This design comes from an exercise in tuning for small area on the open sky130 flow, not from production work. The RTL was checked by simulation tests, not by an equivalence proof against the original design. Power figures rest on the tool's default switching activity, not on a simulated workload.

job 101:
==> flow/design.v <==
module egcoding(
	input wire clk,
	input wire rst,
	input wire rx,
	output wire tx
);
	localparam S_IDLE  = 4'd0;
	localparam S_RLEN  = 4'd1;
	localparam S_RDATA = 4'd2;
	localparam S_WRITE = 4'd3;
	localparam S_FETCH = 4'd4;
	localparam S_RUN   = 4'd5;
	localparam S_END   = 4'd6;
	localparam S_RESP  = 4'd8;
	localparam S_TX    = 4'd9;
	localparam S_CNT   = 4'd10;
	reg[3:0] state;
	reg[511:0] ra, rb;
	reg[5:0] ph;
	wire[7:0] ra_out = ra[511:504];
	wire[7:0] rb_out = rb[511:504];
	wire umode = state[3];    
	reg ubusy;
	reg[3:0] baud, bitn;
	reg[7:0] sr;              
	reg bor;                  
	wire udone = ubusy && bitn == 4'd9 && baud == {3'b111, umode};
	wire ushift = ubusy && bitn != 4'd0 && bitn != 4'd9 && baud == {umode, 3'b111};
	wire rxv = ubusy && !umode && bitn == 4'd8 && baud == 4'd8;
	wire rxend = udone && !umode;
	assign tx = !(ubusy && umode) || bitn == 4'd9 || (bitn != 4'd0 && (sr[0] ^ bor));
	reg[6:0] i;
	reg[6:0] len_in;
	reg mcomp;
	reg[7:0] cur;
	reg[3:0] p;       
	reg[3:0] bc;      
	reg zm;           
	reg dry;          
	wire[7:0] inc = rb_out + 8'd1;
	wire[7:0] ld = mcomp ? inc : rb_out;
	reg[2:0] msb;
	integer k;
	always @(*) begin
		msb = 3'd0;
		for (k = 1; k < 8; k = k + 1)
			if (ld[k]) msb = k;
	end
	wire cbit = cur[mcomp ? p[2:0] : bc[2:0]];
	wire ebit = cbit && !p[3];
	wire code_done = p == 4'd0 && (zm || cbit);
	wire used = mcomp ? p == 4'd15 : bc[2:0] == 3'd0;
	wire hit = ph == i[5:0];
	wire wslot = state == S_WRITE && hit;
	wire copy = state == S_RESP && dry;
	wire beyond = !len_in[6] && ph >= len_in[5:0];
	reg txgo;
	reg cnt;
	always @(*) begin
		txgo = 0;
		cnt = 0;
		case (state)
		S_IDLE: txgo = rxend && sr[1];
		S_RUN: begin
			if (mcomp) begin
				txgo = !dry && bc[2:0] == 3'd7;
				cnt = dry && bc == 4'd0;
			end else begin
				txgo = !dry && code_done;
				cnt = dry && code_done;
			end
		end
		S_FETCH: cnt = dry && !mcomp && i[6];
		S_END: txgo = dry || !mcomp || (bc != 4'd0 && bc[2:0] == 3'd7);
		S_CNT: txgo = udone && dry;
		default: ;
		endcase
	end
	always @(posedge clk) begin
		ph <= ph + 6'd1;
		ra <= {ra[503:0], wslot ? cur : ra_out};
		rb <= {rb[503:0], copy ? (beyond ? {8{mcomp}} : ra_out) : rb_out};
	end
	always @(posedge clk) begin
		if (ubusy || cnt) begin
			baud <= baud + 4'd1;
			if (baud == 4'd15)
				bitn <= bitn + 4'd1;
		end
		if (udone)
			ubusy <= 0;
		if (!ubusy && !rx || txgo || state == S_IDLE && rxend && sr[1:0] == 2'd1) begin
			baud <= 4'd0;
			bitn <= 4'd0;
		end
		if (!ubusy && !rx || txgo)
			ubusy <= 1;
		if (ushift) begin
			sr <= {rx && !umode, sr[7:1]};
			bor <= bor && !sr[0];
		end
		if (txgo)
			bor <= state == S_IDLE || !mcomp && !dry && (state == S_RUN || state == S_END);
		case (state)
		S_IDLE: if (rxend) begin
			case (sr[1:0])
			2'd0: state <= S_RLEN;
			2'd1: begin
				dry <= 1;
				i <= 7'd0;
				bc <= 4'd0;
				p <= 4'd0;
				zm <= 0;
				state <= S_FETCH;
			end
			default: begin
				mcomp <= !sr[0];
				dry <= 1;
				sr <= {1'b0, sr[7:1]};
				state <= S_RESP;
			end
			endcase
		end
		S_RLEN: if (rxv) begin
			len_in <= sr[6:0];
			i <= 7'h7f;
			state <= S_RDATA;
		end
		S_RDATA: begin
			if (i == len_in) begin
				if (!ubusy || !bitn[3])
					state <= S_IDLE;
			end else if (rxv) begin
				cur <= sr;
				state <= S_WRITE;
			end
		end
		S_WRITE: if (hit) begin
			i <= i + 7'd1;
			state <= S_RDATA;
		end
		S_RESP: if (udone)
			state <= S_IDLE;
		S_FETCH: begin
			if (i[6])
				state <= S_END;
			else if (hit) begin
				if (mcomp && rb_out == 8'hff)
					state <= S_END;
				else begin
					cur <= ld;
					if (mcomp)
						p <= {msb, 1'b0};
					i <= i + 7'd1;
					state <= S_RUN;
				end
			end
		end
		S_RUN: begin
			bc <= bc + 4'd1;
			p <= p - 4'd1;
			if (mcomp) begin
				if (!dry)
					sr <= {ebit, sr[7:1]};
				if (txgo)
					state <= S_TX;
				else if (p == 4'd0)
					state <= S_FETCH;
			end else begin
				if (!zm && cbit) begin
					zm <= 1;
					p <= ~p;
				end
				if (!dry && (zm || cbit))
					sr <= {sr[6:0], cbit};
				if (code_done) begin
					zm <= 0;
					p <= 4'd0;
				end
				if (txgo)
					state <= S_TX;
				else if (bc[2:0] == 3'd7)
					state <= S_FETCH;
			end
		end
		S_TX: if (udone)
			state <= used ? S_FETCH : S_RUN;
		S_END: begin
			if (dry) begin
				sr <= {bitn, baud};
				state <= S_CNT;
			end else if (!mcomp)
				state <= S_RESP;
			else if (bc == 4'd0)
				state <= S_IDLE;
			else begin
				bc <= bc + 4'd1;
				sr <= {1'b0, sr[7:1]};
				if (txgo)
					state <= S_TX;
			end
		end
		S_CNT: if (udone) begin
			if (dry)
				dry <= 0;
			else begin
				i <= 7'd0;
				bc <= 4'd0;
				p <= 4'd0;
				zm <= 0;
				state <= S_FETCH;
			end
		end
		default: state <= S_IDLE;
		endcase
		if (!rst) begin
			state <= S_IDLE;
			ubusy <= 0;
		end
	end
endmodule
export LEC_CHECK = 0
export ABC_AREA = 1
export CAP_MARGIN = 20
export CORE_MARGIN = 2
export CORE_UTILIZATION = 65
export SLEW_MARGIN = 20
create_clock -name core_clock -period 12.0 [get_ports {clk}]
standard.sh (not shown) runs the stock make flow with config.mk's settings and CLKGATE_MAP_FILE= SYNTH_SCRIPT=/design/flow/synth_recipe.tcl, a recipe that flattens the netlist after the stock synthesis.
==> flow/flow/run.sh <==
#!/bin/bash
# The standard layout, with two changes:
#  - synthesis maps with an area-only ABC script (flow/synth.tcl,
#    flow/area.script) in place of ORFS's, which buffers and upsizes for
#    speed; the registers are the standard synthesis's;
#  - TritonCTS runs without dummy loads, with small clusters of clkbuf_8.
# Each tool's log is under orfs/logs; make's own output is in standard.log.
set -euo pipefail
export MY_ABC_SCRIPT=$PWD/flow/area.script
bash standard.sh "SYNTH_SCRIPT=$PWD/flow/synth.tcl" "CTS_ARGS=-sink_clustering_enable -repair_clock_nets -dont_use_dummy_load -buf_list sky130_fd_sc_hd__clkbuf_8 -sink_clustering_size 20 -sink_clustering_max_diameter 40" finish > standard.log 2>&1
==> flow/flow/area.script <==
strash
&get -n
&fraig -x
&put
scorr
dc2
&get -n
&deepsyn -T 60
&put
dch -f
map -a
strash
dch -f
amap
topo
==> flow/flow/synth.tcl <==
proc synth {args} { yosys synth -nofsm -noshare {*}$args }
# The standard synthesis (synth_recipe.tcl), but with ABC mapping by an
# area-only script (flow/area.script) in place of ORFS's, which also
# buffers and upsizes for speed.
proc abc {args} {
  set i [lsearch $args -script]
  if {$i >= 0} { set args [lreplace $args $i [expr {$i + 1}] -script $::env(MY_ABC_SCRIPT)] }
  set j [lsearch $args -D]
  if {$j >= 0} { set args [lreplace $args $j [expr {$j + 1}]] }
  yosys abc {*}$args
}
source $::env(SCRIPTS_DIR)/synth.tcl
# left out here: clear keep_hierarchy, flatten, clean up, hide names made inside functions, write 1_2_yosys.v
Both conditions hold for job 101: the flow ran to the end and the final layout passed the timing, DRC and antenna checks.
What job 102 does differently from job 101 at the input level:
- CORE_UTILIZATION: 65 -> 70
diff --git a/flow/flow/run.sh b/flow/flow/run.sh
--- a/flow/flow/run.sh
+++ b/flow/flow/run.sh
@@ -8,3 +8,3 @@
 set -euo pipefail
 export MY_ABC_SCRIPT=$PWD/flow/area.script
-bash standard.sh "SYNTH_SCRIPT=$PWD/flow/synth.tcl" "CTS_ARGS=-sink_clustering_enable -repair_clock_nets -dont_use_dummy_load -buf_list sky130_fd_sc_hd__clkbuf_8 -sink_clustering_size 20 -sink_clustering_max_diameter 40" finish > standard.log 2>&1
+bash standard.sh "SYNTH_SCRIPT=$PWD/flow/synth.tcl" "MIN_CLK_ROUTING_LAYER=met1" "CTS_ARGS=-sink_clustering_enable -repair_clock_nets -dont_use_dummy_load -buf_list sky130_fd_sc_hd__clkbuf_8 -sink_clustering_size 22 -sink_clustering_max_diameter 45" finish > standard.log 2>&1
Results
Looking at the reports, job 102 completed the entire flow and the layout it produced met the timing, DRC and antenna checks. Sequential share of cell area in job 102 is 1.3 points higher than in job 101. Synthesized area: job 101 vs job 102 — no meaningful difference. Transition time at the pin with the least slew margin, job 102 and job 101: lower on job 101. Job 101 → job 102: fmax went down by about 4%, die area went down by 7.0%, final weighted congestion in routability-driven placement went down by about 6.4%, sequential area share after synthesis was more or less identical. Count of input and output buffers: job 101 vs job 102, no meaningful difference. Re initial antenna violation count: no difference whatsoever between job 102 and job 101.
diff inputs: job 102 => job 103
==> flow/flow/run.sh <==
#!/bin/bash
# The standard layout, with two changes:
#  - synthesis maps with an area-only ABC script (flow/synth.tcl,
#    flow/area.script) in place of ORFS's, which buffers and upsizes for
#    speed; the registers are the standard synthesis's;
#  - TritonCTS runs without dummy loads, with small clusters of clkbuf_8;
#  - clock nets may be routed from met1 up (the platform's default starts at
#    met3, whose wires have more capacitance).
# Each tool's log is under orfs/logs; make's own output is in standard.log.
set -euo pipefail
export MY_ABC_SCRIPT=$PWD/flow/area.script
bash standard.sh "SYNTH_SCRIPT=$PWD/flow/synth.tcl" "MIN_CLK_ROUTING_LAYER=met1" "CTS_ARGS=-sink_clustering_enable -repair_clock_nets -dont_use_dummy_load -buf_list sky130_fd_sc_hd__buf_6 -sink_clustering_size 18 -sink_clustering_max_diameter 40" finish > standard.log 2>&1
### Flow results
Slew at the pin closest to its max-slew limit, job 102 and job 103: smaller value in job 103. Summary of job 103 over job 102: power went up; cell area after layout higher; global-route track usage on met3 higher; number of nets in the final layout now sits higher. Wire length on job 103 is ahead of job 102. Job 102 → job 103: power share of the sequential group decreased 1.6 points, first-pass iteration count of the detailed router stayed essentially flat, fmax now smaller, total clock buffers created by CTS shows an increase of 21.

afterwards: timing with drivers on the ports:
Ports are ideal in the flow. The routed layouts listed here were re-timed in OpenROAD.
Step 1 assumes that a clkbuf_16 drives the clock port and a buf_2 every other input.
Step 2 times the ports against the registers' clock, not the clock port: input delays grow and output delays shrink by t, the midpoint of the rising clock arrivals with the driver on.
Slacks: ideal ports / drivers / drivers and shift; pairs: ideal ports / drivers.
| run | shift t [ns] | slack for setup (ns) | worst hold slack (ns) | clock arrival spread, ns |
|---|---|---|---|---|
| job 101 | 0.656 | 7.274 / 7.250 / 7.274 | 0.256 / 0.256 / 0.256 | 0.109 / 0.109 |
| job 102 | 0.681 | 7.066 / 7.066 / 7.066 | 0.289 / 0.289 / 0.289 | 0.072 / 0.073 |
| job 103 | 0.604 | 7.050 / 7.050 / 7.050 | 0.274 / 0.274 / 0.274 | 0.095 / 0.095 |
After both steps every run listed still meets setup and hold.
